Context: an optimization exercise on an open-source flow, tuned for a short achievable clock period and few clock cycles. The choices shown serve that exercise and are no tape-out recipe. The RTL was checked by simulation tests, not by an equivalence proof against the original design. In every run shown here, the design's own scripts or RTL, not TritonCTS, make the clock network. The flow treats the clock pin as an ideal source. Dropping or thinning the clock tree relies on that and would not hold on a real chip. Power is estimated from default activity; no workload was simulated.

==> flow/design.v <==
`timescale 1ns/1ps
module reg32 (
    input clk,
    input reset,
    input we,
    input [31:0] d,
    output [31:0] q
);
    reg [31:0] data;
    always @(posedge clk) begin
        if (reset)
            data <= 32'b0;
        else if (we)
            data <= d;
    end
    assign q = data;
endmodule
`timescale 1ns/1ps
module decoder5to32 (
    input [4:0] rd,
    input reg_write_en,
    output [31:0] dec_out
);
    assign dec_out = (reg_write_en) ? (32'b1 << rd) : 32'b0;
endmodule
`timescale 1ns/1ps
module reg_file (
    input clk,
    input reset,
    input reg_write_en,
    input [4:0] rs1,
    input [4:0] rs2,
    input [4:0] rd,
    input [31:0] wd,
    output [31:0] rdata1,
    output [31:0] rdata2
);
    wire [31:0] reg_outputs [0:31];
    wire [31:0] dec_out;
    decoder5to32 decoder_inst (
        .rd(rd),
        .reg_write_en(reg_write_en),
        .dec_out(dec_out)
    );
    genvar i;
    generate
        for (i = 0; i < 32; i = i + 1) begin : reg_gen
            if (i == 0) begin
                assign reg_outputs[0] = 32'b0;
            end else begin
                reg32 reg_inst (
                    .clk(clk),
                    .reset(reset),
                    .we(dec_out[i]),
                    .d(wd),
                    .q(reg_outputs[i])
                );
            end
        end
    endgenerate
    assign rdata1 = reg_outputs[rs1];
    assign rdata2 = reg_outputs[rs2];
endmodule
`timescale 1ns/1ps
module aluaddsub (
  input  signed [31:0] A,
  input  signed [31:0] B,
  input  [0:0]         ctrl,       
  output signed [31:0] Y,
  output               pos_overflow,
  output               neg_overflow
);
  wire signed [31:0] B_inverted;
  wire signed [31:0] adder_input_B;
  wire signed [31:0] result;
  assign B_inverted = ~B;
  assign adder_input_B = ctrl ? B : (B_inverted);
  assign result = A + adder_input_B + (ctrl ? 32'b0 : 32'b1);
  assign Y = result;
  wire pos_ovf_add = ~A[31] & ~B[31] & result[31];
  wire neg_ovf_add = A[31] & B[31] & ~result[31];
  wire pos_ovf_sub = ~A[31] & B[31] & result[31];
  wire neg_ovf_sub = A[31] & ~B[31] & ~result[31];
  assign pos_overflow = ctrl ? pos_ovf_add : pos_ovf_sub;
  assign neg_overflow = ctrl ? neg_ovf_add : neg_ovf_sub;
endmodule
`timescale 1ns/1ps
module alulogic (
  input  [31:0] A,
  input  [31:0] B,
  input  [0:0]  ctrl,  
  output [31:0] Y
);
  assign Y = (ctrl ? (A | B) : (A & B));
endmodule
`timescale 1ns/1ps
module alushift (
  input  [31:0] A,
  input  [31:0] B,
  input  ctrl,  
  output [31:0] Y
);
  wire [4:0] shamt = B[4:0];
  assign Y = ctrl ? ($unsigned(A) >> shamt) : (A << shamt);
endmodule
`timescale 1ns/1ps
module alucomp (
  input  signed [31:0] A,
  input  signed [31:0] B,
  output [31:0] Y
);
  wire signed [31:0] sub;
  wire pos_ovf, neg_ovf;
  aluaddsub u_addsub (
    .A(A),
    .B(B),
    .ctrl(1'b0),
    .Y(sub),
    .pos_overflow(pos_ovf),
    .neg_overflow(neg_ovf)
  );
  wire overflow = pos_ovf | neg_ovf;
  assign Y = (sub[31] ^ overflow) ? 32'b1 : 32'b0;
endmodule
`timescale 1ns/1ps
module rv32ialu (
  input  signed [31:0] A,
  input  signed [31:0] B,
  input  [2:0]         alu_ctrl,
  output signed [31:0] Y,
  output               zero
);
  wire signed [31:0] add_sub_result;
  wire               add_sub_zero;
  wire signed [31:0] logic_result;
  wire signed [31:0] shift_result;
  wire signed [31:0] comp_result;
  aluaddsub adder_inst (
    .A(A),
    .B(B),
    .ctrl(alu_ctrl[0]),   
    .Y(add_sub_result),
    .pos_overflow(),
    .neg_overflow()
  );
  alulogic logic_inst (
    .A(A),
    .B(B),
    .ctrl(alu_ctrl[0]),   
    .Y(logic_result)
  );
  alushift shift_inst (
    .A(A),
    .B(B),
    .ctrl(alu_ctrl[0]),   
    .Y(shift_result)
  );
  alucomp comp_inst (
    .A(A),
    .B(B),
    .Y(comp_result)
  );
  wire signed [31:0] result;
  assign result = (alu_ctrl == 3'b001) ? add_sub_result :   
                  (alu_ctrl == 3'b000) ? add_sub_result :   
                  (alu_ctrl == 3'b010) ? logic_result :     
                  (alu_ctrl == 3'b011) ? logic_result :     
                  (alu_ctrl == 3'b100) ? shift_result :     
                  (alu_ctrl == 3'b101) ? shift_result :     
                  (alu_ctrl == 3'b110) ? comp_result :      
                  32'b0;                                     
  assign Y = result;
  assign zero = (result == 32'b0);
endmodule
`timescale 1ns/1ps
module immGen (
    input  [1:0]  immSel,
    input  [31:0] instruction,
    output [31:0] immOut
);
    wire signed [31:0] imm_I = {{20{instruction[31]}}, instruction[31:20]};
    wire signed [31:0] imm_S = {{20{instruction[31]}}, instruction[31:25], instruction[11:7]};
    wire signed [31:0] imm_B = {{19{instruction[31]}}, instruction[31], instruction[7], instruction[30:25], instruction[11:8], 1'b0};
    assign immOut = (immSel == 2'b00) ? imm_I :
                    (immSel == 2'b01) ? imm_S :
                    (immSel == 2'b10) ? imm_B :
                    32'b0;
endmodule
`timescale 1ns/1ps
module PCInc (
    input  clk,
    input  [31:0] oldPC,
    output [31:0] newPC
);
    aluaddsub adder_inst (
        .A(oldPC),
        .B(32'd4),
        .ctrl(1'b1),               
        .Y(newPC),
        .pos_overflow(),
        .neg_overflow()
    );
endmodule
`timescale 1ns/1ps
module ControlUnit (
    input  [31:0] instruction,
    output        RegWrite,
    output        ALUSrc,
    output        MemWrite,
    output        MemRead,
    output [2:0]  ALUOp,
    output [1:0]  ImmSel
);
    wire [6:0] opcode = instruction[6:0];
    wire [2:0] funct3 = instruction[14:12];
    wire [6:0] funct7 = instruction[31:25];
    localparam OP_R_TYPE    = 7'b0110011;   
    localparam OP_I_TYPE    = 7'b0010011;   
    localparam OP_LW        = 7'b0000011;   
    localparam OP_SW        = 7'b0100011;   
    assign RegWrite = (opcode == OP_R_TYPE) ? 1'b1 :
                      (opcode == OP_I_TYPE) ? 1'b1 :
                      (opcode == OP_LW)    ? 1'b1 :
                      1'b0;
    assign ALUSrc = (opcode == OP_I_TYPE) ? 1'b1 :
                    (opcode == OP_LW)    ? 1'b1 :
                    (opcode == OP_SW)    ? 1'b1 :
                    1'b0;
    assign MemWrite = (opcode == OP_SW) ? 1'b1 : 1'b0;
    assign MemRead = (opcode == OP_LW) ? 1'b1 : 1'b0;
    assign ALUOp = (opcode == OP_R_TYPE) ?
                   (funct7[5] == 1'b0 ?
                       (funct3 == 3'b000 ? 3'b001 :   
                        funct3 == 3'b111 ? 3'b010 :   
                        funct3 == 3'b110 ? 3'b011 :   
                        3'b001) :                      
                       (funct3 == 3'b000 ? 3'b000 :   
                        3'b001)) :                     
                   (opcode == OP_I_TYPE) ?
                       (funct3 == 3'b000 ? 3'b001 :   
                        funct3 == 3'b111 ? 3'b010 :   
                        3'b001) :                      
                   3'b001;                            
    assign ImmSel = (opcode == OP_SW)  ? 2'b01 :   
                    (opcode == OP_LW)  ? 2'b00 :   
                    (opcode == OP_I_TYPE) ? 2'b00 :   
                    2'b00;   
endmodule
`timescale 1ns/1ps
module cpu_sc_part (
    input         clk,
    input         reset,
    output [9:0]  imem_addr,
    input  [31:0] imem_rdata,
    output [9:0]  dmem_addr,
    output [31:0] dmem_wdata,
    output        dmem_we,
    input  [31:0] dmem_rdata
);
    function [11:0] add12;
        input [11:0] a;
        input [11:0] b;
        reg   [11:0] g, p, gn, pn;
        integer l, n;
        begin
            g = a & b;
            p = a ^ b;
            for (l = 1; l < 12; l = l * 2) begin
                gn = g;
                pn = p;
                for (n = l; n < 12; n = n + 1) begin
                    gn[n] = g[n] | (p[n] & g[n-l]);
                    pn[n] = p[n] & p[n-l];
                end
                g = gn;
                p = pn;
            end
            add12 = (a ^ b) ^ {g[10:0], 1'b0};
        end
    endfunction
    reg  [9:0]  pc;
    reg         r_wr;        
    reg  [4:0]  r_rd;
    reg         r_isl;       
    reg         r_iss;       
    reg         r_add;       
    reg         r_lg;        
    reg         r_and;
    reg         r_sub;
    reg  [31:0] r_immi;
    reg  [11:0] r_imma;      
    reg  [31:1] r_s1;        
    reg  [31:1] r_s2;
    reg         r_b1, r_b2;  
    reg         r_1s, r_1l, r_1m, r_1w, r_1r;
    reg         r_2s, r_2l, r_2m, r_2w, r_2r, r_2i;    
    reg         r_3s, r_3l, r_3m, r_3w, r_3r;          
    reg         d_wr;
    reg  [4:0]  d_rd;
    reg         d_isl;
    reg         d_iss;
    reg         d_add;
    reg         d_lg;
    reg         d_and;
    reg         d_sub;
    reg  [31:0] d_immi;
    reg  [11:0] d_imma;
    reg  [31:0] d_r1;        
    reg  [31:0] d_r2;
    reg         d_1s, d_1l, d_1m, d_1w, d_1r;
    reg         d_2s, d_2l, d_2m, d_2w, d_2r, d_2i;
    reg         d_3s, d_3l, d_3m, d_3w, d_3r;
    reg         e_wr;
    reg  [4:0]  e_rd;
    reg         e_ld;
    reg         e_add;
    reg         e_lg;
    reg         e_and;
    reg  [31:0] e_p;         
    reg  [31:0] e_g;         
    reg         e_cin;       
    reg         w_wr;
    reg  [4:0]  w_rd;
    reg  [31:0] w_res;
    reg  [9:0]  p_addr;
    reg         p_we;
    reg  [31:0] p_wdata;
    reg  [31:0] rf [1:31];
    wire [31:0] f_ins = imem_rdata;
    wire [6:0]  f_op  = f_ins[6:0];
    wire [4:0]  f_rd  = f_ins[11:7];
    wire [2:0]  f_f3  = f_ins[14:12];
    wire [4:0]  f_rs1 = f_ins[19:15];
    wire [4:0]  f_rs2 = f_ins[24:20];
    wire f_isr = (f_op == 7'b0110011);
    wire f_isi = (f_op == 7'b0010011);
    wire f_isl = (f_op == 7'b0000011);
    wire f_iss = (f_op == 7'b0100011);
    wire f_and = (f_isr & ~f_ins[30] & (f_f3 == 3'b111)) | (f_isi & (f_f3 == 3'b111));
    wire f_or  =  f_isr & ~f_ins[30] & (f_f3 == 3'b110);
    wire f_r1 = r_wr & (r_rd == f_rs1);
    wire f_d1 = d_wr & (d_rd == f_rs1);
    wire f_e1 = e_wr & (e_rd == f_rs1);
    wire f_r2 = r_wr & (r_rd == f_rs2);
    wire f_d2 = d_wr & (d_rd == f_rs2);
    wire f_e2 = e_wr & (e_rd == f_rs2);
    wire f_stall = (f_isl | f_iss) & f_r1 & r_isl;
    wire [31:0] k_g [0:5];
    wire [31:0] k_p [0:5];
    assign k_g[0] = e_g;
    assign k_p[0] = e_p;
    genvar gi, gl;
    generate
        for (gl = 0; gl < 5; gl = gl + 1) begin : ks_lvl
            for (gi = 0; gi < 32; gi = gi + 1) begin : ks_bit
                if (gi >= (1 << gl)) begin : ks_op
                    assign k_g[gl+1][gi] = k_g[gl][gi] | (k_p[gl][gi] & k_g[gl][gi-(1<<gl)]);
                    assign k_p[gl+1][gi] = k_p[gl][gi] & k_p[gl][gi-(1<<gl)];
                end else begin : ks_pass
                    assign k_g[gl+1][gi] = k_g[gl][gi];
                    assign k_p[gl+1][gi] = k_p[gl][gi];
                end
            end
        end
    endgenerate
    wire [31:0] x_c   = k_g[5] | (k_p[5] & {32{e_cin}});
    wire [31:0] x_sum = e_p ^ {x_c[30:0], e_cin};
    wire [31:0] x_lg  = e_and ? e_g : (e_p | e_g);
    wire [31:0] x_ld  = dmem_rdata;
    wire [31:0] x_res = ({32{e_add}} & x_sum) |
                        ({32{e_lg}}  & x_lg)  |
                        ({32{e_ld}}  & x_ld);
    reg  [31:0] r_rf1, r_rf2;
    integer j;
    always @(*) begin
        r_rf1 = 32'd0;
        r_rf2 = 32'd0;
        for (j = 1; j < 32; j = j + 1) begin
            r_rf1 = r_rf1 | ({32{r_s1[j]}} & rf[j]);
            r_rf2 = r_rf2 | ({32{r_s2[j]}} & rf[j]);
        end
    end
    wire [31:0] d_e1 = ({32{d_1l}} & x_lg) | ({32{d_1m}} & x_ld) |
                       ({32{d_1w}} & w_res) | ({32{d_1r}} & d_r1);
    wire [31:0] d_v1 = d_1s ? x_sum : d_e1;
    wire [31:0] d_e2 = ({32{d_2l}} & x_lg) | ({32{d_2m}} & x_ld) |
                       ({32{d_2w}} & w_res) | ({32{d_2r}} & d_r2) | ({32{d_2i}} & d_immi);
    wire [31:0] d_bx = d_2s ? (x_sum ^ {32{d_sub}}) : (d_e2 ^ {32{d_sub}});
    wire [31:0] d_v3 = ({32{d_3s}} & x_sum) | ({32{d_3l}} & x_lg) | ({32{d_3m}} & x_ld) |
                       ({32{d_3w}} & w_res) | ({32{d_3r}} & d_r2);
    wire [11:0] a_rf = add12(d_r1[11:0], d_imma);
    wire [11:0] a_w  = add12(w_res[11:0], d_imma);
    wire [11:0] a_lg = add12(x_lg[11:0], d_imma);
    wire [11:0] s_cs = e_p[11:0] ^ {e_g[10:0], e_cin} ^ d_imma;
    wire [11:0] c_cs = (e_p[11:0] & {e_g[10:0], e_cin}) |
                       (e_p[11:0] & d_imma) |
                       ({e_g[10:0], e_cin} & d_imma);
    wire [11:0] a_ad = add12(s_cs, {c_cs[10:0], 1'b0});
    wire [9:0]  d_addr = ({10{d_1s}} & a_ad[11:2]) | ({10{d_1l}} & a_lg[11:2]) |
                         ({10{d_1w}} & a_w[11:2])  |
                         ({10{d_1r}} & a_rf[11:2]);
    always @(posedge clk) begin
        if (reset) begin
            pc    <= 10'd0;
            r_wr  <= 1'b0;
            r_iss <= 1'b0;
            d_wr  <= 1'b0;
            d_iss <= 1'b0;
            e_wr  <= 1'b0;
            w_wr  <= 1'b0;
            p_we  <= 1'b0;
        end else begin
            if (!f_stall)
                pc <= pc + 10'd1;
            r_wr  <= (f_isr | f_isi | f_isl) & (f_rd != 5'd0) & ~f_stall;
            r_iss <= f_iss & ~f_stall;
            d_wr  <= r_wr;
            d_iss <= r_iss;
            e_wr  <= d_wr;
            w_wr  <= e_wr;
            p_we  <= d_iss;
        end
    end
    integer k;
    always @(posedge clk) begin
        r_rd   <= f_rd;
        r_isl  <= f_isl;
        r_add  <= ~f_isl & ~f_and & ~f_or;
        r_lg   <= f_and | f_or;
        r_and  <= f_and;
        r_sub  <= f_isr & f_ins[30] & (f_f3 == 3'b000);
        r_immi <= {{20{f_ins[31]}}, f_ins[31:20]};
        r_imma <= f_iss ? {f_ins[31:25], f_ins[11:7]} : f_ins[31:20];
        for (k = 1; k < 32; k = k + 1) begin
            r_s1[k] <= (f_rs1 == k);
            r_s2[k] <= (f_rs2 == k);
        end
        r_b1   <= f_e1;
        r_b2   <= f_e2;
        r_1s   <= f_r1 & r_add;
        r_1l   <= f_r1 & r_lg;
        r_1m   <= f_r1 & r_isl;
        r_1w   <= ~f_r1 & f_d1;
        r_1r   <= ~f_r1 & ~f_d1;
        r_2s   <= ~f_isi & f_r2 & r_add;
        r_2l   <= ~f_isi & f_r2 & r_lg;
        r_2m   <= ~f_isi & f_r2 & r_isl;
        r_2w   <= ~f_isi & ~f_r2 & f_d2;
        r_2r   <= ~f_isi & ~f_r2 & ~f_d2;
        r_2i   <= f_isi;
        r_3s   <= f_r2 & r_add;
        r_3l   <= f_r2 & r_lg;
        r_3m   <= f_r2 & r_isl;
        r_3w   <= ~f_r2 & f_d2;
        r_3r   <= ~f_r2 & ~f_d2;
        d_rd   <= r_rd;
        d_isl  <= r_isl;
        d_add  <= r_add;
        d_lg   <= r_lg;
        d_and  <= r_and;
        d_sub  <= r_sub;
        d_immi <= r_immi;
        d_imma <= r_imma;
        d_r1   <= r_b1 ? w_res : r_rf1;
        d_r2   <= r_b2 ? w_res : r_rf2;
        {d_1s, d_1l, d_1m, d_1w, d_1r} <= {r_1s, r_1l, r_1m, r_1w, r_1r};
        {d_2s, d_2l, d_2m, d_2w, d_2r, d_2i} <= {r_2s, r_2l, r_2m, r_2w, r_2r, r_2i};
        {d_3s, d_3l, d_3m, d_3w, d_3r} <= {r_3s, r_3l, r_3m, r_3w, r_3r};
        e_rd   <= d_rd;
        e_ld   <= d_isl;
        e_add  <= d_add;
        e_lg   <= d_lg;
        e_and  <= d_and;
        e_p    <= d_v1 ^ d_bx;
        e_g    <= d_v1 & d_bx;
        e_cin  <= d_sub;
        p_addr  <= d_addr;
        p_wdata <= d_v3;
        w_rd   <= e_rd;
        w_res  <= x_res;
    end
    integer i;
    always @(posedge clk) begin
        for (i = 1; i < 32; i = i + 1) begin
            if (reset)
                rf[i] <= 32'd0;
            else if (w_wr && w_rd == i)
                rf[i] <= w_res;
        end
    end
    assign imem_addr  = pc;
    assign dmem_addr  = p_addr;
    assign dmem_wdata = p_wdata;
    assign dmem_we    = p_we;
endmodule
==> flow/flow/run.sh <==
#!/bin/bash
# The standard layout with two changes:
#  - the clock tree is built by flow/mycts.tcl (clock port -> 4 buffers ->
#    leaf buffers -> flip-flops) instead of TritonCTS, through ORFS's
#    PRE_CTS_TCL hook (flow/cts_hook.tcl);
#  - timing repair aims at a setup slack of SETUP_MARGIN ns at the design's
#    clock period.
# ORFS writes each step's log under orfs/logs/; the make output goes to
# standard_flow.log.
set -euo pipefail
here=$(pwd)
export MYCTS_LEAF=22 MYCTS_MID=4 MYCTS_ROOT=0
SETUP_MARGIN=6.3
bash standard.sh SETUP_SLACK_MARGIN=$SETUP_MARGIN PRE_CTS_TCL=$here/flow/cts_hook.tcl finish > standard_flow.log 2>&1
==> flow/flow/cts_hook.tcl <==
# Sourced by ORFS's cts.tcl before clock tree synthesis (PRE_CTS_TCL): builds
# the clock tree with mycts.tcl and turns the clock_tree_synthesis call that
# follows into a no-op.  The rest of cts.tcl (legalisation, timing repair)
# runs as usual.
source [file join [file dirname [info script]] mycts.tcl]
mycts_build
global_connect
set_propagated_clock [all_clocks]
rename clock_tree_synthesis {}
proc clock_tree_synthesis { args } {
  puts "clock tree built by mycts.tcl; clock_tree_synthesis $args skipped"
}
==> flow/flow/mycts.tcl <==
# Clock tree built by hand: clock port -> (optional root buffer) -> mid buffers
# -> leaf buffers -> flip-flops.  Sinks are split into leaf clusters by
# recursive bisection along the longer side; leaf buffers are grouped the same
# way under the mid buffers.  Buffers sit at the centroid of what they drive
# and are legalised by the detailed placement that follows.
#
# Settings (environment): MYCTS_LEAF  most sinks per leaf buffer
#                         MYCTS_MID   number of mid buffers
#                         MYCTS_ROOT  1: one root buffer drives the mid buffers
#                         MYCTS_BUF   buffer cell

proc mycts_env { name default } {
  if { [info exists ::env($name)] && $::env($name) != "" } { return $::env($name) }
  return $default
}

# items: list of {x y payload}; split into groups of at most max items
proc mycts_bisect { items max } {
  if { [llength $items] <= $max } { return [list $items] }
  set xs [lmap it $items { lindex $it 0 }]
  set ys [lmap it $items { lindex $it 1 }]
  set dx [expr { [tcl::mathfunc::max {*}$xs] - [tcl::mathfunc::min {*}$xs] }]
  set dy [expr { [tcl::mathfunc::max {*}$ys] - [tcl::mathfunc::min {*}$ys] }]
  set k [expr { $dx >= $dy ? 0 : 1 }]
  set sorted [lsort -integer -index $k $items]
  # split so that both halves are a whole number of groups as far as possible
  set n [llength $sorted]
  set groups [expr { ($n + $max - 1) / $max }]
  set left [expr { $groups / 2 }]
  set cut [expr { int(round(double($n) * $left / $groups)) }]
  return [concat [mycts_bisect [lrange $sorted 0 [expr { $cut - 1 }]] $max] \
            [mycts_bisect [lrange $sorted $cut end] $max]]
}

# split items into exactly n groups of nearly equal size
proc mycts_split { items n } {
  if { $n <= 1 } { return [list $items] }
  set xs [lmap it $items { lindex $it 0 }]
  set ys [lmap it $items { lindex $it 1 }]
  set dx [expr { [tcl::mathfunc::max {*}$xs] - [tcl::mathfunc::min {*}$xs] }]
  set dy [expr { [tcl::mathfunc::max {*}$ys] - [tcl::mathfunc::min {*}$ys] }]
  set k [expr { $dx >= $dy ? 0 : 1 }]
  set sorted [lsort -integer -index $k $items]
  set nl [expr { $n / 2 }]
  set cut [expr { int(round(double([llength $sorted]) * $nl / $n)) }]
  return [concat [mycts_split [lrange $sorted 0 [expr { $cut - 1 }]] $nl] \
            [mycts_split [lrange $sorted $cut end] [expr { $n - $nl }]]]
}

proc mycts_centroid { items } {
  set sx 0.0
  set sy 0.0
  foreach it $items {
    set sx [expr { $sx + [lindex $it 0] }]
    set sy [expr { $sy + [lindex $it 1] }]
  }
  set n [llength $items]
  return [list [expr { int($sx / $n) }] [expr { int($sy / $n) }]]
}

proc mycts_build { } {
  set leafmax [mycts_env MYCTS_LEAF 20]
  set nmid [mycts_env MYCTS_MID 4]
  set useroot [mycts_env MYCTS_ROOT 1]
  set bufname [mycts_env MYCTS_BUF sky130_fd_sc_hd__clkbuf_16]

  set db [ord::get_db]
  set block [ord::get_db_block]
  set master [$db findMaster $bufname]
  set clknet [$block findNet clk]
  $clknet setSigType CLOCK

  set sinks {}
  foreach it [$clknet getITerms] {
    set xy [$it getAvgXY]
    lappend sinks [list [lindex $xy 1] [lindex $xy 2] $it]
  }
  puts "mycts: [llength $sinks] sinks"

  set leaves [mycts_bisect $sinks $leafmax]
  set leafbufs {}
  set i 0
  foreach grp $leaves {
    set c [mycts_centroid $grp]
    set inst [odb::dbInst_create $block $master "mycts_leaf_$i"]
    set net [odb::dbNet_create $block "mycts_leafnet_$i"]
    $net setSigType CLOCK
    foreach it $grp {
      set iterm [lindex $it 2]
      $iterm disconnect
      $iterm connect $net
    }
    [$inst findITerm X] connect $net
    $inst setLocation [lindex $c 0] [lindex $c 1]
    $inst setPlacementStatus PLACED
    lappend leafbufs [list [lindex $c 0] [lindex $c 1] $inst]
    incr i
  }
  puts "mycts: [llength $leafbufs] leaf buffers"

  set mids [mycts_split $leafbufs $nmid]
  set midbufs {}
  set j 0
  foreach grp $mids {
    set c [mycts_centroid $grp]
    set inst [odb::dbInst_create $block $master "mycts_mid_$j"]
    set net [odb::dbNet_create $block "mycts_midnet_$j"]
    $net setSigType CLOCK
    foreach it $grp {
      [[lindex $it 2] findITerm A] connect $net
    }
    [$inst findITerm X] connect $net
    $inst setLocation [lindex $c 0] [lindex $c 1]
    $inst setPlacementStatus PLACED
    lappend midbufs [list [lindex $c 0] [lindex $c 1] $inst]
    incr j
  }
  puts "mycts: [llength $midbufs] mid buffers"

  if { $useroot } {
    set c [mycts_centroid $midbufs]
    set inst [odb::dbInst_create $block $master "mycts_root"]
    set net [odb::dbNet_create $block "mycts_rootnet"]
    $net setSigType CLOCK
    foreach it $midbufs {
      [[lindex $it 2] findITerm A] connect $net
    }
    [$inst findITerm X] connect $net
    [$inst findITerm A] connect $clknet
    $inst setLocation [lindex $c 0] [lindex $c 1]
    $inst setPlacementStatus PLACED
  } else {
    foreach it $midbufs {
      [[lindex $it 2] findITerm A] connect $clknet
    }
  }
}
==> flow/standard.sh <==
#!/bin/bash
# synth_recipe.tcl (not shown) runs the flow's synth.tcl, then flattens the netlist and writes it again
# the make line also repeats each setting of config.mk as NAME=value (left out here)
make -C /OpenROAD-flow-scripts/flow DESIGN_CONFIG=/design/flow/config.mk WORK_HOME=/design/flow/orfs CLKGATE_MAP_FILE= SYNTH_SCRIPT=/design/flow/synth_recipe.tcl "${@:-finish}"
==> flow/config.mk <==
export PLATFORM = sky130hd
export DESIGN_NAME = cpu_sc_part
export DESIGN_NICKNAME = cpu_sc_part
export VERILOG_FILES = /design/flow/design.v
export SDC_FILE = /design/flow/constraint.sdc
export NUM_CORES = 8
export LEC_CHECK = 0
export CAP_MARGIN = 20
export CELL_PAD_IN_SITES_DETAIL_PLACEMENT = 1
export CELL_PAD_IN_SITES_GLOBAL_PLACEMENT = 1
export CORE_MARGIN = 2
export CORE_UTILIZATION = 40
export SLEW_MARGIN = 20
==> flow/constraint.sdc <==
create_clock -name core_clock -period 9.0 [get_ports {clk}]
set_input_delay 1.8000 -clock core_clock [delete_from_list [all_inputs] [get_ports {clk}]]
set_output_delay 1.8000 -clock core_clock [all_outputs]
set_load 0.01 [all_outputs]
==> run_results.csv, run 1 <==
group,metric,value,unit
outcome,result_of_the_run,"no timing/DRC/antenna violations",
route,drt_drc_violations_left,0,
global_route,largest_net_degree_at_the_start_of_global_routing,118,
global_route,grtUsageTotal,0.5015,
setup_path,timing.rr.start,"e_p[3]",
cells_and_area,final_layout_size_suffix_gt1_frac,0.1214,
logic_synthesis,netlist_instances,7760,
timing,layout_min_cycle_time,2.959,ns
logic_synthesis,synth.top_cells.by_area,"sky130_fd_sc_hd__dfxtp_1, sky130_fd_sc_hd__nand2_1, sky130_fd_sc_hd__a21oi_1",
timing,finalMaxSlewViolations,0,
logic_synthesis,synth_area,0.06175,mm²
route,viasPerCell,7.320,
logic_synthesis,yosysUniqueCellTypes,75,
logic_synthesis,ys.warnings.count,2,
timing,tightest_slew,1.178,ns
timing,finalHoldViolations,0,
setup_path,worstPathMaxFanout,4,
timing,setup-violations-final,0,
logic_synthesis,yosys.area.top_type_share,0.4461,
worst_hold_path,hold_path_depth,0,
cells_and_area,postLayoutCellArea,0.06925,mm²
logic_synthesis,synth_seq_cells,1376,
cells_and_area,fin_nets,7703,
route,detailroute.via_count,70380,
placement,numPortBuffers,118,
floorplan,core_region_area,0.1537,mm²
setup_path,worstSetupEndpointType,"register",
placement,globalplace.congestion,0.9384,
setup_path,critPathLaunch,"e_p[3]",
global_route,grt_remaining_overflow,0,
clock_tree,clk_pin_slew_worst_paths,0.10,ns
timing,timing.final.crit_share,0.3287,
pwr,power_density_over_the_cells,145.5,mW/mm²
placement,detailedPlacementHpwl,236.3,mm
setup_path,path_cells,"ha_4, nor4_4, a221oi_4, a21oi_4, o22ai_4, buf_12, buf_8, a41oi_4, buf_6, xnor2_4, o21a_1, xor2_1, ha_2",
route,ant_nets,0,
timing,grt_setup_unrepaired,"yes",
route,routed_wl,413.7,mm
cells_and_area,area_growth_synth_to_finish,12.15,%
timing,holdWs,0.3214,ns
floorplan,width_of_the_die,396.9,µm
setup_path,crit_required,9.44,ns
setup_path,crit_path_max_incr_delay,0.37,ns
route,detail_route.wl_per_cell,43.03,µm
setup_path,r2r.worst_path.cells,13,
global_route,grt_pass1_wl,553.6,mm
floorplan,fp.dieArea,0.1575,mm²
timing,fmax,338.0,MHz
floorplan,initial_core_util,0.4018,
logic_synthesis,synth_top_flop_cell,"sky130_fd_sc_hd__dfxtp_1",
pwr,ir_worst_vdd,177.4,µV
clock_tree,cts-hold-fix-buffers,0,
worst_hold_path,hold_path_startpoint,"r_3s",
floorplan,number_of_standard_cell_rows_in_the_floorplan,144,
placement,place_area,0.06488,mm²
global_route,first_global_vias,65440,
route,drtPass1Iterations,9,
timing,timing.setup.tns,0,ns
setup_path,timing.setup.critical_path_class,"reg -> reg",
logic_synthesis,synthesis.area_per_instance,7.957,µm²
run,max_cap_viol_count,0,
logic_synthesis,async_flop_share,0,
timing,worst_clock_skew,0.04836,ns
worst_hold_path,hold_path_class,"reg -> reg",
logic_synthesis,synth_seq_area_share,0.4461,
logic_synthesis,synthesis.nets,7921,
floorplan,io_pins,119,
floorplan,die_h,396.9,µm
logic_synthesis,synth_edf_count,0,
timing,slew-limit-headroom,0.2144,
pwr,static-leakage-power,23.70,nW
clock_tree,clock_insertion_delay_worst_skew,0.57,ns
setup_path,cp_slowest_cell,"sky130_fd_sc_hd__dfxtp_4",
global_route,grt_antenna_before_repair,40,
route,detailedRoute.firstIterationViolations,12630,
setup_path,start_kind,"register",
logic_synthesis,synth_top_cell_by_area,"sky130_fd_sc_hd__dfxtp_1",
setup_path,worstPathArrival,3.39,ns
## final timing paths
kind	to	slack, ns
setup / recovery	e_p[18]	6.04
hold / removal	d_3s	0.32
setup reg to reg	e_p[18]	6.04
hold reg to reg	d_3s	0.32
## stage by stage
stage                 util  std cells  setup slack [ns]  total power, W
finish              0.4506       9615             6.041         0.01007
global route        0.4501       9585             5.962         0.01025
CTS                 0.4442       9553             6.101        0.009998
detailed placement  0.4222       9411             4.524        0.006679
global placement    0.4221       9411             4.467        0.006678
floorplan                -       7760             5.666        0.006450
## cell type report
class / instances / area [µm²]
Tap cell: 2044 / 2557
Timing Repair Buffer: 452 / 4088
Sequential cell: 1376 / 27840
Antenna cell: 31 / 77.57
Multi-Input combinational cell: 5561 / 32700
Buffer: 67 / 1677
Inverter: 84 / 320.3
Fill cell: 18050 / 84440
## cell usage in the layout (no fill, tap or decap), types with 66 or more instances in the layout
master | netlist | layout
sky130_fd_sc_hd__clkbuf_16 | 0 | 67
sky130_fd_sc_hd__nand2_1 | 2195 | 2147
sky130_fd_sc_hd__a21oi_1 | 1168 | 1148
sky130_fd_sc_hd__nor3_1 | 98 | 79
sky130_fd_sc_hd__inv_1 | 84 | 79
sky130_fd_sc_hd__buf_6 | 1 | 82
sky130_fd_sc_hd__a221oi_1 | 325 | 321
sky130_fd_sc_hd__xor2_1 | 79 | 68
sky130_fd_sc_hd__nand4_1 | 142 | 142
sky130_fd_sc_hd__a22o_1 | 324 | 324
sky130_fd_sc_hd__a22oi_1 | 346 | 342
sky130_fd_sc_hd__nand3_1 | 121 | 113
sky130_fd_sc_hd__ha_1 | 84 | 66
sky130_fd_sc_hd__a222oi_1 | 117 | 117
sky130_fd_sc_hd__nor2_1 | 169 | 133
sky130_fd_sc_hd__dfxtp_2 | 0 | 112
sky130_fd_sc_hd__buf_4 | 0 | 281
sky130_fd_sc_hd__dfxtp_1 | 1376 | 1224
## metal layers
metal	routed length, µm	vias to the layer above	track usage
li1	-	27130	-
met1	151800	34730	0.6381
met2	162800	6493	0.6885
met3	59960	1988	0.1794
met4	38830	36	0.3770
met5	319	-	0
## timing repair
| action | 4_1_cts | 5_1_grt |
|---|---|---|
| pin swaps | 119 | 83 |
| buffers inserted | 68 | 31 |
| endpoints found under the setup margin | 1200 | 505 |
| gates cloned | 7 | 0 |
| resized for setup | 652 | 173 |
## sequential cells by signal, indices dropped and copies added (netlist names), 11 cells and up
register,flops
r_s2,31
r_s1,31
d_r1,32
r_imma,11
w_res,32
d_r2,32
p_wdata,32
rf,992
e_g,32
e_p,32
## worst max-delay path, delay by kind of cell (launching register included)
family                   cells  cell delay (ns)
flip-flops                   1             0.37
adder cells (fa/ha/maj)      2             0.46
AO/OA/AOI/OAI                5             0.97
buffers and inverters        3             0.43
XOR/XNOR                     2             0.28
AND/OR/NAND/NOR              1             0.31
## power by group
group | total [W] | leakage, nW | internal (W) | switching, W
sequential | 0.00616 | 11.2 | 0.00610 | 0.0000591
combinational | 0.000441 | 11.7 | 0.000100 | 0.000341
clock | 0.00347 | 0.826 | 0.00132 | 0.00215
## kinds of logic after synthesis
logic type               after synthesis  share of synthesized area
flip-flops                          1376                     0.4461
multiplexers                          10                   0.001763
XOR/XNOR                             147                    0.02085
AO/OA/AOI/OAI                       2469                     0.2709
adder cells (fa/ha/maj)               95                    0.02059
buffers and inverters                824                    0.05167
AND/OR/NAND/NOR                     2839                     0.1881
## synthesized netlist by cell type, drive strengths merged, types with 6 or more instances
cell and number:
and2 9, xnor2 68, o21a 15, nor4 9, a32oi 12, nor3 98
o21ai 42, a221oi 326, a31oi 28, nand4 142, xor2 79, a21o 44
nand3 121, nand3b 8, o211ai 6, nor2b 18, dfxtp 1376, or3 7
and3 25, fa 11, clkbuf 690, a222oi 117, inv 84, a21oi 1172
a22oi 346, nand2b 17, a22o 324, nand2 2196, nor2 169, buf 48
or2 9, mux2 7, ha 84
Testbench counts, summed over its fixed seeds: cycles 31,255.
==> inputs of run 2 (changes only) <==
--- a/flow/design.v
+++ b/flow/design.v
@@ -310,15 +310,18 @@
     reg         d_1s, d_1l, d_1m, d_1w, d_1r;
     reg         d_2s, d_2l, d_2m, d_2w, d_2r, d_2i;
     reg         d_3s, d_3l, d_3m, d_3w, d_3r;
+    reg         d_l1s, d_l1e, d_l2s, d_l2e;
+    reg         d_qn, d_qa, d_qb, d_qc;
+    reg         d_qs;
     reg         e_wr;
     reg  [4:0]  e_rd;
     reg         e_ld;
     reg         e_add;
     reg         e_lg;
     reg         e_and;
-    reg  [31:0] e_p;         
-    reg  [31:0] e_g;         
-    reg         e_cin;       
+    reg  [31:0] e_p;
+    reg  [31:0] e_g;
+    reg         e_cin;
     reg         w_wr;
     reg  [4:0]  w_rd;
     reg  [31:0] w_res;
@@ -338,6 +341,7 @@
     wire f_iss = (f_op == 7'b0100011);
     wire f_and = (f_isr & ~f_ins[30] & (f_f3 == 3'b111)) | (f_isi & (f_f3 == 3'b111));
     wire f_or  =  f_isr & ~f_ins[30] & (f_f3 == 3'b110);
+    wire f_lg  =  f_and | f_or;
     wire f_r1 = r_wr & (r_rd == f_rs1);
     wire f_d1 = d_wr & (d_rd == f_rs1);
     wire f_e1 = e_wr & (e_rd == f_rs1);
@@ -365,7 +369,7 @@
     endgenerate
     wire [31:0] x_c   = k_g[5] | (k_p[5] & {32{e_cin}});
     wire [31:0] x_sum = e_p ^ {x_c[30:0], e_cin};
-    wire [31:0] x_lg  = e_and ? e_g : (e_p | e_g);
+    wire [31:0] x_lg  = e_and ? (e_p & e_g) : (e_p | e_g);
     wire [31:0] x_ld  = dmem_rdata;
     wire [31:0] x_res = ({32{e_add}} & x_sum) |
                         ({32{e_lg}}  & x_lg)  |
@@ -380,12 +384,32 @@
             r_rf2 = r_rf2 | ({32{r_s2[j]}} & rf[j]);
         end
     end
-    wire [31:0] d_e1 = ({32{d_1l}} & x_lg) | ({32{d_1m}} & x_ld) |
+    wire [31:0] d_ea = ({32{d_1l}} & x_lg) | ({32{d_1m}} & x_ld) |
                        ({32{d_1w}} & w_res) | ({32{d_1r}} & d_r1);
-    wire [31:0] d_v1 = d_1s ? x_sum : d_e1;
-    wire [31:0] d_e2 = ({32{d_2l}} & x_lg) | ({32{d_2m}} & x_ld) |
+    wire [31:0] d_eb = ({32{d_2l}} & x_lg) | ({32{d_2m}} & x_ld) |
                        ({32{d_2w}} & w_res) | ({32{d_2r}} & d_r2) | ({32{d_2i}} & d_immi);
-    wire [31:0] d_bx = d_2s ? (x_sum ^ {32{d_sub}}) : (d_e2 ^ {32{d_sub}});
+    wire [31:0] d_sb = {32{d_sub}};
+    wire [31:0] d_bx = d_eb ^ d_sb;              
+    wire [31:0] d_aw = ({32{d_1w}} & w_res) | ({32{d_1r}} & d_r1);
+    wire [31:0] d_bw = (({32{d_2w}} & w_res) | ({32{d_2r}} & d_r2) |
+                        ({32{d_2i}} & d_immi)) ^ d_sb;
+    wire [31:0] e_gc = {e_g[30:0], e_cin};
+    wire [31:0] q_as = e_p ^ e_gc ^ d_bw;
+    wire [31:0] q_ac = (e_p & e_gc) | (e_p & d_bw) | (e_gc & d_bw);
+    wire [31:0] q_bp = e_p ^ d_sb;
+    wire [31:0] q_bg = e_gc ^ d_sb;
+    wire [31:0] q_bs = d_aw ^ q_bp ^ q_bg;
+    wire [31:0] q_bc = (d_aw & q_bp) | (d_aw & q_bg) | (q_bp & q_bg);
+    wire [31:0] d_x  = ({32{d_qa}} & q_as) | ({32{d_qb}} & q_bs) |
+                       ({32{d_qc & ~d_sub}} & {e_p[30:0], 1'b0});
+    wire [31:0] d_y  = ({32{d_qa}} & {q_ac[30:0], 1'b0}) |
+                       ({32{d_qb}} & {q_bc[30:0], d_sub}) |
+                       ({32{d_qc & ~d_sub}} & {e_gc[30:0], 1'b0});
+    wire        d_ci = d_sub & ~d_qc;
+    wire [31:0] n_p  = ({32{d_l1s}} & x_sum) | ({32{d_l1e}} & d_ea) |
+                       ({32{d_qn}} & (d_ea ^ d_bx)) | ({32{d_qs}} & (d_x ^ d_y));
+    wire [31:0] n_g  = ({32{d_l2s}} & x_sum) | ({32{d_l2e}} & d_eb) |
+                       ({32{d_qn}} & (d_ea & d_bx)) | ({32{d_qs}} & (d_x & d_y));
     wire [31:0] d_v3 = ({32{d_3s}} & x_sum) | ({32{d_3l}} & x_lg) | ({32{d_3m}} & x_ld) |
                        ({32{d_3w}} & w_res) | ({32{d_3r}} & d_r2);
     wire [11:0] a_rf = add12(d_r1[11:0], d_imma);
@@ -466,14 +490,23 @@
         {d_1s, d_1l, d_1m, d_1w, d_1r} <= {r_1s, r_1l, r_1m, r_1w, r_1r};
         {d_2s, d_2l, d_2m, d_2w, d_2r, d_2i} <= {r_2s, r_2l, r_2m, r_2w, r_2r, r_2i};
         {d_3s, d_3l, d_3m, d_3w, d_3r} <= {r_3s, r_3l, r_3m, r_3w, r_3r};
+        d_l1s  <=  r_lg &  r_1s;
+        d_l1e  <=  r_lg & ~r_1s;
+        d_l2s  <=  r_lg &  r_2s;
+        d_l2e  <=  r_lg & ~r_2s;
+        d_qn   <= ~r_lg & ~r_1s & ~r_2s;
+        d_qs   <= ~r_lg & (r_1s | r_2s);
+        d_qa   <= ~r_lg &  r_1s & ~r_2s;
+        d_qb   <= ~r_lg & ~r_1s &  r_2s;
+        d_qc   <= ~r_lg &  r_1s &  r_2s;
         e_rd   <= d_rd;
         e_ld   <= d_isl;
         e_add  <= d_add;
         e_lg   <= d_lg;
         e_and  <= d_and;
-        e_p    <= d_v1 ^ d_bx;
-        e_g    <= d_v1 & d_bx;
-        e_cin  <= d_sub;
+        e_p    <= n_p;
+        e_g    <= n_g;
+        e_cin  <= d_ci;
         p_addr  <= d_addr;
         p_wdata <= d_v3;
         w_rd   <= e_rd;
--- a/flow/flow/run.sh
+++ b/flow/flow/run.sh
@@ -10,5 +10,5 @@
 set -euo pipefail
 here=$(pwd)
 export MYCTS_LEAF=22 MYCTS_MID=4 MYCTS_ROOT=0
-SETUP_MARGIN=6.3
+SETUP_MARGIN=6.4
 bash standard.sh SETUP_SLACK_MARGIN=$SETUP_MARGIN PRE_CTS_TCL=$here/flow/cts_hook.tcl finish > standard_flow.log 2>&1
==> run 2 against run 1 <==
Against the previous run: synthesized cell count grew 6.8%; final cell count grew 7.8%; fmax is essentially flat; still clean on timing, DRC and antenna; hold slack gained 0.0030 ns; via count grew 7.1%.
==> run_results.csv, run 2 <==
group,metric,value,unit
global_route,grt_busiest_layer,"met2",
cells_and_area,area_growth_synth_to_finish,15.11,%
global_route,grt_remaining_overflow,0,
placement,numPortBuffers,118,
timing,timing.final.crit_share,0.3289,
placement,detailedPlacementHpwl,245.8,mm
global_route,grt_pass1_wl,585.4,mm
placement,dp_worst_setup_slack,4.335,ns
clock_tree,cts-hold-fix-buffers,0,
cells_and_area,registers.top_by_ff_count,"rf",
floorplan,core_region_area,0.1650,mm²
logic_synthesis,yosys.area.top_type_share,0.4167,
route,drtPass1Iterations,12,
cells_and_area,fin_nets,8421,
setup_path,crit_required,9.41,ns
global_route,largest_net_degree_at_the_start_of_global_routing,207,
global_route,grt_antenna_before_repair,39,
cells_and_area,mostFrequentLayoutCell,"sky130_fd_sc_hd__nand2_1",
floorplan,number_of_standard_cell_rows_in_the_floorplan,149,
logic_synthesis,synth_edf_count,0,
route,detailroute.via_count,75410,
logic_synthesis,yosysUniqueCellTypes,72,
global_route,grtUsageTotal,0.4912,
placement,globalplace.congestion,0.9494,
floorplan,initial_core_util,0.4030,
logic_synthesis,synth_seq_area_share,0.4167,
timing,timing.setup.tns,0,ns
floorplan,fp.dieArea,0.1695,mm²
logic_synthesis,synthesis.area_per_instance,8.024,µm²
setup_path,timing.setup.critical_path_class,"in -> reg",
timing,fin_ws,6.040,ns
route,detailedRoute.firstIterationViolations,12980,
setup_path,start_kind,"input pin",
route,routed_wl,438.5,mm
timing,fmax,337.8,MHz
pwr,static-leakage-power,25.69,nW
cells_and_area,num-fill-cells,19280,
cells_and_area,largest_register_ffs,992,
setup_path,worstSetupEndpointType,"register",
route,viasPerCell,7.277,
pwr,power_density_over_the_cells,132.8,mW/mm²
setup_path,worstPathArrival,3.37,ns
clock_tree,clock_insertion_delay_worst_skew,0.58,ns
logic_synthesis,synth_area,0.06649,mm²
timing,finalMaxSlewViolations,0,
cells_and_area,most_frequent_cells_in_the_layout,"sky130_fd_sc_hd__nand2_1, sky130_fd_sc_hd__dfxtp_1, sky130_fd_sc_hd__a21oi_1, sky130_fd_sc_hd__a22oi_1, sky130_fd_sc_hd__a22o_1",
logic_synthesis,synthesis.nets,8560,
logic_synthesis,synth_seq_cells,1384,
floorplan,die_h,411.7,µm
logic_synthesis,netlist_instances,8286,
worst_hold_path,hold_path_class,"reg -> reg",
timing,tightest_slew,1.220,ns
logic_synthesis,ys.warnings.count,2,
global_route,met3_usage,0.1739,
timing,slew-limit-headroom,0.1859,
setup_path,worstPathMaxFanout,4,
logic_synthesis,synth.top_cells.by_area,"sky130_fd_sc_hd__dfxtp_1, sky130_fd_sc_hd__nand2_1, sky130_fd_sc_hd__a21oi_1",
clock_tree,clk_pin_slew_worst_paths,0.10,ns
logic_synthesis,async_flop_share,0,
pwr,ir_worst_vdd,182.8,µV
run,max_cap_viol_count,0,
floorplan,width_of_the_die,411.7,µm
outcome,result_of_the_run,"no timing/DRC/antenna violations",
logic_synthesis,synth_top_flop_cell,"sky130_fd_sc_hd__dfxtp_1",
cells_and_area,final_layout_size_suffix_gt1_frac,0.1454,
timing,finalHoldViolations,0,
timing,grt_setup_unrepaired,"yes",
route,detail_route.wl_per_cell,42.31,µm
timing,worst_clock_skew,0.04991,ns
logic_synthesis,yosysMostFrequentCell,"sky130_fd_sc_hd__nand2_1",
timing,layout_min_cycle_time,2.960,ns
global_route,global_route_met1_usage,0.6144,
global_route,first_global_vias,70470,
floorplan,io_pins,119,
timing,setup-violations-final,0,
global_route,grtUsageMet2,0.7062,
logic_synthesis,synth.top_cells.by_count,"sky130_fd_sc_hd__nand2_1, sky130_fd_sc_hd__dfxtp_1, sky130_fd_sc_hd__a21oi_1",
route,ant_nets,0,
route,drt_drc_violations_left,0,
logic_synthesis,synth_top_cell_by_area,"sky130_fd_sc_hd__dfxtp_1",
## run 2: cell count changes in the layout (fill, tap and decap cells not counted), sizes merged, moves of 35 or more
cell    before   now
ha          84   135
buf        397   546
o221ai       0    62
nand2     2196  2303
fa          11    73
inv         84   145
xnor2       68   165
a22oi      346   381
a221o        3    75
## run 2: cells by family after synthesis
| kind of cell | synth area share |
|---|---|
| compound gates | 0.2676 |
| xor+xnor | 0.03096 |
| fa+ha+maj | 0.05190 |
| buf+inv | 0.05314 |
| flops | 0.4167 |
| mux | 0.001298 |
| simple gates | 0.1784 |
## run 2: critical path: stages
cell and delay, ns:
sky130_fd_sc_hd__buf_6 0.09, sky130_fd_sc_hd__or4_4 0.59, sky130_fd_sc_hd__nor2_4 0.17, sky130_fd_sc_hd__nand3_4 0.17
sky130_fd_sc_hd__and4_4 0.23, sky130_fd_sc_hd__nand3_2 0.07, sky130_fd_sc_hd__xor2_1 0.16, sky130_fd_sc_hd__nor2_1 0.07
## run 2: cell type report
class                      count  area (µm²)  share of cell area
timing repair inverter         1       8.758           0.0001144
antenna                       29       72.57           0.0009481
buffer                        67        1677             0.02191
multi-input combinational   5968       37790              0.4938
sequential                  1384       28040              0.3664
timing repair buffer         579        5630             0.07356
tap                         2189        2739             0.03578
inverter                     146       576.8            0.007536
## run 2: path summary, 6_finish.rpt
| path | from | endpoint | slack (ns) | cells after the start |
|---|---|---|---|---|
| worst min register to register | r_2r | d_2r | 0.32 | 0 |
| worst min-delay path | r_2r | d_2r | 0.32 | 0 |
| worst max-delay path | imem_rdata[6] | pc[7] | 6.04 | 8 |
| worst max register to register | e_p[2] | p_addr[8] | 6.07 | 10 |
## run 2: power by group
group          leakage (nW)  internal (W)  switching [W]  total (W)
clock                 0.826       0.00132        0.00218    0.00350
combinational          13.6      0.000124       0.000346   0.000471
sequential             11.3       0.00613      0.0000614    0.00619
total                  25.7       0.00757        0.00259     0.0102
## run 2: routing by layer
metal	vias to the layer above	wire, µm
met5	-	347
li1	29170	-
met1	37260	159700
met4	20	38050
met2	6887	177200
met3	2083	63170
## run 2: stage by stage
step | total power, W | std cells | utilization | hold slack [ns] | area [µm²]
6_report | 0.01017 | 10360 | 0.4639 | 0.3244 | 76540
5_1_grt | 0.01033 | 10340 | 0.4635 | 0.3314 | 76470
4_1_cts | 0.01007 | 10270 | 0.4523 | 0.3239 | 74620
3_5_place_dp | 0.006718 | 10060 | 0.4255 | 0.3132 | 70210
3_3_place_gp | 0.006716 | 10050 | 0.4253 | 0.3107 | 70170
2_1_floorplan | 0.006493 | 8286 | - | 0.3095 | 67060
## run 2: what timing repair did
action,CTS,global route
setup buffers,137,61
gates resized for setup,887,281
endpoints found under the setup margin,1282,1053
pin swaps,214,182
cloned,6,7
Testbench counts of run 2, summed over its fixed seeds: cycles 31,255.
==> inputs of run 3 (changes only) <==
--- a/flow/design.v
+++ b/flow/design.v
@@ -279,6 +279,7 @@
         end
     endfunction
     reg  [9:0]  pc;
+    reg  [31:0] ib;          
     reg         r_wr;        
     reg  [4:0]  r_rd;
     reg         r_isl;       
@@ -329,26 +330,26 @@
     reg         p_we;
     reg  [31:0] p_wdata;
     reg  [31:0] rf [1:31];
-    wire [31:0] f_ins = imem_rdata;
-    wire [6:0]  f_op  = f_ins[6:0];
-    wire [4:0]  f_rd  = f_ins[11:7];
-    wire [2:0]  f_f3  = f_ins[14:12];
-    wire [4:0]  f_rs1 = f_ins[19:15];
-    wire [4:0]  f_rs2 = f_ins[24:20];
-    wire f_isr = (f_op == 7'b0110011);
-    wire f_isi = (f_op == 7'b0010011);
-    wire f_isl = (f_op == 7'b0000011);
-    wire f_iss = (f_op == 7'b0100011);
-    wire f_and = (f_isr & ~f_ins[30] & (f_f3 == 3'b111)) | (f_isi & (f_f3 == 3'b111));
-    wire f_or  =  f_isr & ~f_ins[30] & (f_f3 == 3'b110);
-    wire f_lg  =  f_and | f_or;
-    wire f_r1 = r_wr & (r_rd == f_rs1);
-    wire f_d1 = d_wr & (d_rd == f_rs1);
-    wire f_e1 = e_wr & (e_rd == f_rs1);
-    wire f_r2 = r_wr & (r_rd == f_rs2);
-    wire f_d2 = d_wr & (d_rd == f_rs2);
-    wire f_e2 = e_wr & (e_rd == f_rs2);
-    wire f_stall = (f_isl | f_iss) & f_r1 & r_isl;
+    wire [31:0] c_ins = ib;
+    wire [6:0]  c_op  = c_ins[6:0];
+    wire [4:0]  c_rd  = c_ins[11:7];
+    wire [2:0]  c_f3  = c_ins[14:12];
+    wire [4:0]  c_rs1 = c_ins[19:15];
+    wire [4:0]  c_rs2 = c_ins[24:20];
+    wire c_isr = (c_op == 7'b0110011);
+    wire c_isi = (c_op == 7'b0010011);
+    wire c_isl = (c_op == 7'b0000011);
+    wire c_iss = (c_op == 7'b0100011);
+    wire c_and = (c_isr & ~c_ins[30] & (c_f3 == 3'b111)) | (c_isi & (c_f3 == 3'b111));
+    wire c_or  =  c_isr & ~c_ins[30] & (c_f3 == 3'b110);
+    wire c_lg  =  c_and | c_or;
+    wire c_r1 = r_wr & (r_rd == c_rs1);
+    wire c_d1 = d_wr & (d_rd == c_rs1);
+    wire c_e1 = e_wr & (e_rd == c_rs1);
+    wire c_r2 = r_wr & (r_rd == c_rs2);
+    wire c_d2 = d_wr & (d_rd == c_rs2);
+    wire c_e2 = e_wr & (e_rd == c_rs2);
+    wire c_stall = (c_isl | c_iss) & c_r1 & r_isl;
     wire [31:0] k_g [0:5];
     wire [31:0] k_p [0:5];
     assign k_g[0] = e_g;
@@ -426,6 +427,7 @@
     always @(posedge clk) begin
         if (reset) begin
             pc    <= 10'd0;
+            ib    <= 32'd0;
             r_wr  <= 1'b0;
             r_iss <= 1'b0;
             d_wr  <= 1'b0;
@@ -434,10 +436,12 @@
             w_wr  <= 1'b0;
             p_we  <= 1'b0;
         end else begin
-            if (!f_stall)
+            if (!c_stall) begin
                 pc <= pc + 10'd1;
-            r_wr  <= (f_isr | f_isi | f_isl) & (f_rd != 5'd0) & ~f_stall;
-            r_iss <= f_iss & ~f_stall;
+                ib <= imem_rdata;
+            end
+            r_wr  <= (c_isr | c_isi | c_isl) & (c_rd != 5'd0) & ~c_stall;
+            r_iss <= c_iss & ~c_stall;
             d_wr  <= r_wr;
             d_iss <= r_iss;
             e_wr  <= d_wr;
@@ -447,36 +451,36 @@
     end
     integer k;
     always @(posedge clk) begin
-        r_rd   <= f_rd;
-        r_isl  <= f_isl;
-        r_add  <= ~f_isl & ~f_and & ~f_or;
-        r_lg   <= f_and | f_or;
-        r_and  <= f_and;
-        r_sub  <= f_isr & f_ins[30] & (f_f3 == 3'b000);
-        r_immi <= {{20{f_ins[31]}}, f_ins[31:20]};
-        r_imma <= f_iss ? {f_ins[31:25], f_ins[11:7]} : f_ins[31:20];
+        r_rd   <= c_rd;
+        r_isl  <= c_isl;
+        r_add  <= ~c_isl & ~c_and & ~c_or;
+        r_lg   <= c_and | c_or;
+        r_and  <= c_and;
+        r_sub  <= c_isr & c_ins[30] & (c_f3 == 3'b000);
+        r_immi <= {{20{c_ins[31]}}, c_ins[31:20]};
+        r_imma <= c_iss ? {c_ins[31:25], c_ins[11:7]} : c_ins[31:20];
         for (k = 1; k < 32; k = k + 1) begin
-            r_s1[k] <= (f_rs1 == k);
-            r_s2[k] <= (f_rs2 == k);
+            r_s1[k] <= (c_rs1 == k);
+            r_s2[k] <= (c_rs2 == k);
         end
-        r_b1   <= f_e1;
-        r_b2   <= f_e2;
-        r_1s   <= f_r1 & r_add;
-        r_1l   <= f_r1 & r_lg;
-        r_1m   <= f_r1 & r_isl;
-        r_1w   <= ~f_r1 & f_d1;
-        r_1r   <= ~f_r1 & ~f_d1;
-        r_2s   <= ~f_isi & f_r2 & r_add;
-        r_2l   <= ~f_isi & f_r2 & r_lg;
-        r_2m   <= ~f_isi & f_r2 & r_isl;
-        r_2w   <= ~f_isi & ~f_r2 & f_d2;
-        r_2r   <= ~f_isi & ~f_r2 & ~f_d2;
-        r_2i   <= f_isi;
-        r_3s   <= f_r2 & r_add;
-        r_3l   <= f_r2 & r_lg;
-        r_3m   <= f_r2 & r_isl;
-        r_3w   <= ~f_r2 & f_d2;
-        r_3r   <= ~f_r2 & ~f_d2;
+        r_b1   <= c_e1;
+        r_b2   <= c_e2;
+        r_1s   <= c_r1 & r_add;
+        r_1l   <= c_r1 & r_lg;
+        r_1m   <= c_r1 & r_isl;
+        r_1w   <= ~c_r1 & c_d1;
+        r_1r   <= ~c_r1 & ~c_d1;
+        r_2s   <= ~c_isi & c_r2 & r_add;
+        r_2l   <= ~c_isi & c_r2 & r_lg;
+        r_2m   <= ~c_isi & c_r2 & r_isl;
+        r_2w   <= ~c_isi & ~c_r2 & c_d2;
+        r_2r   <= ~c_isi & ~c_r2 & ~c_d2;
+        r_2i   <= c_isi;
+        r_3s   <= c_r2 & r_add;
+        r_3l   <= c_r2 & r_lg;
+        r_3m   <= c_r2 & r_isl;
+        r_3w   <= ~c_r2 & c_d2;
+        r_3r   <= ~c_r2 & ~c_d2;
         d_rd   <= r_rd;
         d_isl  <= r_isl;
         d_add  <= r_add;
--- a/flow/flow/run.sh
+++ b/flow/flow/run.sh
@@ -10,5 +10,5 @@
 set -euo pipefail
 here=$(pwd)
 export MYCTS_LEAF=22 MYCTS_MID=4 MYCTS_ROOT=0
-SETUP_MARGIN=6.4
+SETUP_MARGIN=6.5
 bash standard.sh SETUP_SLACK_MARGIN=$SETUP_MARGIN PRE_CTS_TCL=$here/flow/cts_hook.tcl finish > standard_flow.log 2>&1
==> run 3 against run 2 <==
Against the previous run: critical path depth increased by 4; register-to-register slack about the same; hold slack got worse by 0.020 ns; synthesized area increased by 1.8%; clock skew increased by 0.035 ns; highest routed layer unchanged; still clean on timing, DRC and antenna; cell area increased by 4.3%; clock power increased by 3%; combinational power decreased by 5.7%; core utilization increased by 1.3 points; global-route usage decreased by 0.32 points; synthesized cell count increased by 2.3%; first-iteration DRC count increased by 7.3%.
==> run_results.csv, run 3 <==
group,metric,value,unit
global_route,grt_antenna_before_repair,44,
timing,timing.final.crit_share,0.3253,
timing,timing.setup.tns,0,ns
timing,tightest_slew,1.265,ns
floorplan,io_pins,119,
setup_path,worstPathMaxFanout,4,
cells_and_area,mostFrequentLayoutCell,"sky130_fd_sc_hd__nand2_1",
cells_and_area,post-route-util,0.4765,
logic_synthesis,synthesis.area_per_instance,7.988,µm²
worst_hold_path,hold_path_class,"reg -> reg",
run,max_cap_viol_count,0,
placement,numPortBuffers,118,
pwr,power_share_of_the_combinational_group,0.043,
cells_and_area,layout.cells.non_filler,10570,
cells_and_area,fin_nets,8583,
logic_synthesis,netlist_instances,8476,
placement,globalplace.congestion,0.9459,
global_route,grtUsageTotal,0.4880,
logic_synthesis,async_flop_share,0,
cells_and_area,largest_register_ffs,992,
pwr,power.switching,0.002637,W
pwr,power_density_over_the_cells,130.1,mW/mm²
timing,grt_setup_unrepaired,"yes",
setup_path,crit_required,9.45,ns
global_route,largest_net_degree_at_the_start_of_global_routing,115,
timing,slew-limit-headroom,0.1564,
logic_synthesis,synth_edf_count,0,
clock_tree,clock_insertion_delay_worst_skew,0.60,ns
floorplan,initial_core_util,0.4040,
clock_tree,cts-hold-fix-buffers,0,
floorplan,width_of_the_die,415.4,µm
cells_and_area,registers.top_by_ff_count,"rf",
logic_synthesis,synth.top_cells.by_area,"sky130_fd_sc_hd__dfxtp_1, sky130_fd_sc_hd__nand2_1, sky130_fd_sc_hd__a21oi_1",
timing,finalMaxSlewViolations,0,
route,viasPerCell,7.330,
global_route,grt_remaining_overflow,0,
logic_synthesis,synth.top_cells.by_count,"sky130_fd_sc_hd__nand2_1, sky130_fd_sc_hd__dfxtp_1, sky130_fd_sc_hd__a21oi_1",
cells_and_area,final_layout_size_suffix_gt1_frac,0.2015,
floorplan,core_region_area,0.1676,mm²
route,detailroute.via_count,77440,
route,drtPass1Iterations,10,
outcome,result_of_the_run,"no timing/DRC/antenna violations",
setup_path,worstPathArrival,3.38,ns
pwr,switching_share,0.2538,
pwr,clock_power_share,0.345,
setup_path,worstSetupEndpointType,"register",
pwr,seqPwrFrac,0.612,
clock_tree,clk_pin_slew_worst_paths,0.11,ns
pwr,ir_worst_vdd,198.1,µV
setup_path,timing.setup.critical_path_class,"reg -> reg",
route,detail_route.wl_per_cell,41.94,µm
logic_synthesis,yosys.area.top_type_share,0.4187,
pwr,static-leakage-power,26.20,nW
timing,finalHoldViolations,0,
route,detailedRoute.firstIterationViolations,13930,
global_route,grt_pass1_wl,596.6,mm
cells_and_area,most_frequent_cells_in_the_layout,"sky130_fd_sc_hd__nand2_1, sky130_fd_sc_hd__dfxtp_1, sky130_fd_sc_hd__a21oi_1, sky130_fd_sc_hd__a21oi_2, sky130_fd_sc_hd__a22oi_1",
logic_synthesis,ys.warnings.count,2,
logic_synthesis,synth_seq_area_share,0.4187,
logic_synthesis,synth_top_cell_by_area,"sky130_fd_sc_hd__dfxtp_1",
logic_synthesis,synth_top_flop_cell,"sky130_fd_sc_hd__dfxtp_1",
placement,dp_cells,10210,
logic_synthesis,synth_area,0.06770,mm²
setup_path,start_kind,"register",
route,ant_nets,0,
timing,layout_min_cycle_time,2.927,ns
logic_synthesis,yosysUniqueCellTypes,69,
global_route,first_global_vias,73030,
floorplan,number_of_standard_cell_rows_in_the_floorplan,150,
timing,worst_clock_skew,0.08532,ns
route,routed_wl,443.1,mm
timing,setup-violations-final,0,
floorplan,fp.dieArea,0.1726,mm²
timing,fmax,341.6,MHz
route,drt_drc_violations_left,0,
pwr,power.internal,0.007752,W
logic_synthesis,synth_seq_cells,1416,
placement,detailedPlacementHpwl,243.6,mm
cells_and_area,area_growth_synth_to_finish,17.96,%
cells_and_area,num-fill-cells,19330,
floorplan,die_h,415.4,µm
logic_synthesis,synthesis.nets,8750,
logic_synthesis,yosysMostFrequentCell,"sky130_fd_sc_hd__nand2_1",
run 3: cell count changes in the layout (fill, tap and decap cells not counted), moves of 13 or more:
cell                              previous run  this run
sky130_fd_sc_hd__nor3_1                     58        80
sky130_fd_sc_hd__a21oi_1                  1120       650
sky130_fd_sc_hd__ha_2                       38        52
sky130_fd_sc_hd__a21oi_2                    21       514
sky130_fd_sc_hd__diode_2                    29        54
sky130_fd_sc_hd__nand2_1                  2254      2341
sky130_fd_sc_hd__dfxtp_1                  1227      1262
sky130_fd_sc_hd__clkdlybuf4s50_1            15        32
sky130_fd_sc_hd__dfxtp_2                   102        89
sky130_fd_sc_hd__buf_4                     332       304
sky130_fd_sc_hd__a22oi_1                   378       363
sky130_fd_sc_hd__ha_1                       85        66
sky130_fd_sc_hd__a22oi_2                     3        17
run 3: worst paths after layout:
path,start,end,slack [ns],depth (start not counted)
hold reg to reg,r_2l,d_2l,0.30,0
setup reg to reg,e_p[1],p_wdata[24],6.07,12
setup / recovery,e_p[1],p_wdata[24],6.07,12
hold / removal,r_2l,d_2l,0.30,0
run 3: power by group through the flow:
stage               combinational [W]  clock, W  sequential [W]
CTS                          0.000410   0.00356         0.00635
detailed placement           0.000370         0         0.00651
global route                 0.000442   0.00376         0.00636
floorplan                    0.000266         0         0.00646
finish                       0.000444   0.00359         0.00636
global placement             0.000366         0         0.00651
run 3: layout make-up:
class	instances	area, µm²	area share
Antenna cell	54	135.1	0.001692
Buffer	69	1727	0.02162
Tap cell	2204	2758	0.03453
Inverter	144	553.0	0.006925
Sequential cell	1416	28700	0.3594
Multi-Input combinational cell	6107	40310	0.5047
Timing Repair Buffer	571	5679	0.07111
run 3: logic make-up after synthesis:
| kind of cell | Yosys count | synth area share |
|---|---|---|
| compound gates | 2579 | 0.2628 |
| buf+inv | 954 | 0.05308 |
| fa+ha+maj | 238 | 0.05097 |
| simple gates | 3050 | 0.1833 |
| flops | 1416 | 0.4187 |
| xor+xnor | 232 | 0.03001 |
| mux | 7 | 0.001146 |
run 3: layer usage:
layer | routed length (µm) | vias to the layer above | GRT usage
li1 | - | 29710 | -
met1 | 166200 | 38450 | 0.6328
met2 | 172100 | 7134 | 0.6655
met3 | 66410 | 2115 | 0.1876
met4 | 37920 | 26 | 0.3236
met5 | 439 | - | 0.006113
run 3: what timing repair did:
item | in CTS | in global routing
setup buffers | 170 | 50
resized for setup | 906 | 216
pin swaps | 225 | 111
cloned | 11 | 1
setup endpoints to repair | 1221 | 642
run 3: critical path, stage by stage (launching register included):
cell and delay [ns]:
sky130_fd_sc_hd__dfxtp_4 0.38, sky130_fd_sc_hd__buf_6 0.14, sky130_fd_sc_hd__a311oi_4 0.42, sky130_fd_sc_hd__o31ai_4 0.10
sky130_fd_sc_hd__buf_6 0.14, sky130_fd_sc_hd__a2111oi_4 0.27, sky130_fd_sc_hd__buf_4 0.19, sky130_fd_sc_hd__o31a_4 0.18
sky130_fd_sc_hd__buf_12 0.11, sky130_fd_sc_hd__o31ai_4 0.06, sky130_fd_sc_hd__a311oi_2 0.36, sky130_fd_sc_hd__xnor2_2 0.15
sky130_fd_sc_hd__a221o_1 0.33
run 3: through the flow:
stage | power [W] | instance area [µm²] | hold WS [ns] | setup WS [ns]
after global routing | 0.01057 | 79770 | 0.3226 | 5.897
final | 0.01039 | 79860 | 0.3047 | 6.073
after detailed placement | 0.006880 | 73020 | 0.3132 | 4.778
after CTS | 0.01033 | 78330 | 0.3100 | 6.103
after global placement | 0.006874 | 72920 | 0.3103 | 4.794
after floorplan | 0.006723 | 71210 | 0.3095 | 5.883
Testbench counts of run 3, summed over its fixed seeds: cycles 31,319.

-- re-timing with driven ports --
No port has a modelled driver above. Below, the same layouts with a new extraction and two added sets of constraints.
Step 1 assumes that a clkbuf_16 drives the clock port and a buf_2 every other input.
Step 2 adds t to the input delays and takes it off the output delays; t is the mean of the earliest and latest rising clock arrival at the registers after step 1. Input paths then give back, and output paths get back, about the clock's delay inside the block.
Three values: ideal, step 1, step 2; two values: the first two.
| run | t (ns) | setup slack, ns | worst setup path at the end | slew at the worst register clock pin (ns) |
|---|---|---|---|---|
| run 1 | 0.769 | 6.041 / 5.909 / 5.456 | input to register | 0.11 / 0.11 |
| run 2 | 0.764 | 6.040 / 5.939 / 5.423 | input to register | 0.11 / 0.11 |
| run 3 | 0.766 | 6.073 / 5.949 / 5.485 | input to register | 0.12 / 0.12 |
After both steps setup and hold are still met in every run listed. The setup slack of run 2, which loses most, moves by -0.101 ns with the drivers and by -0.617 ns with both steps.
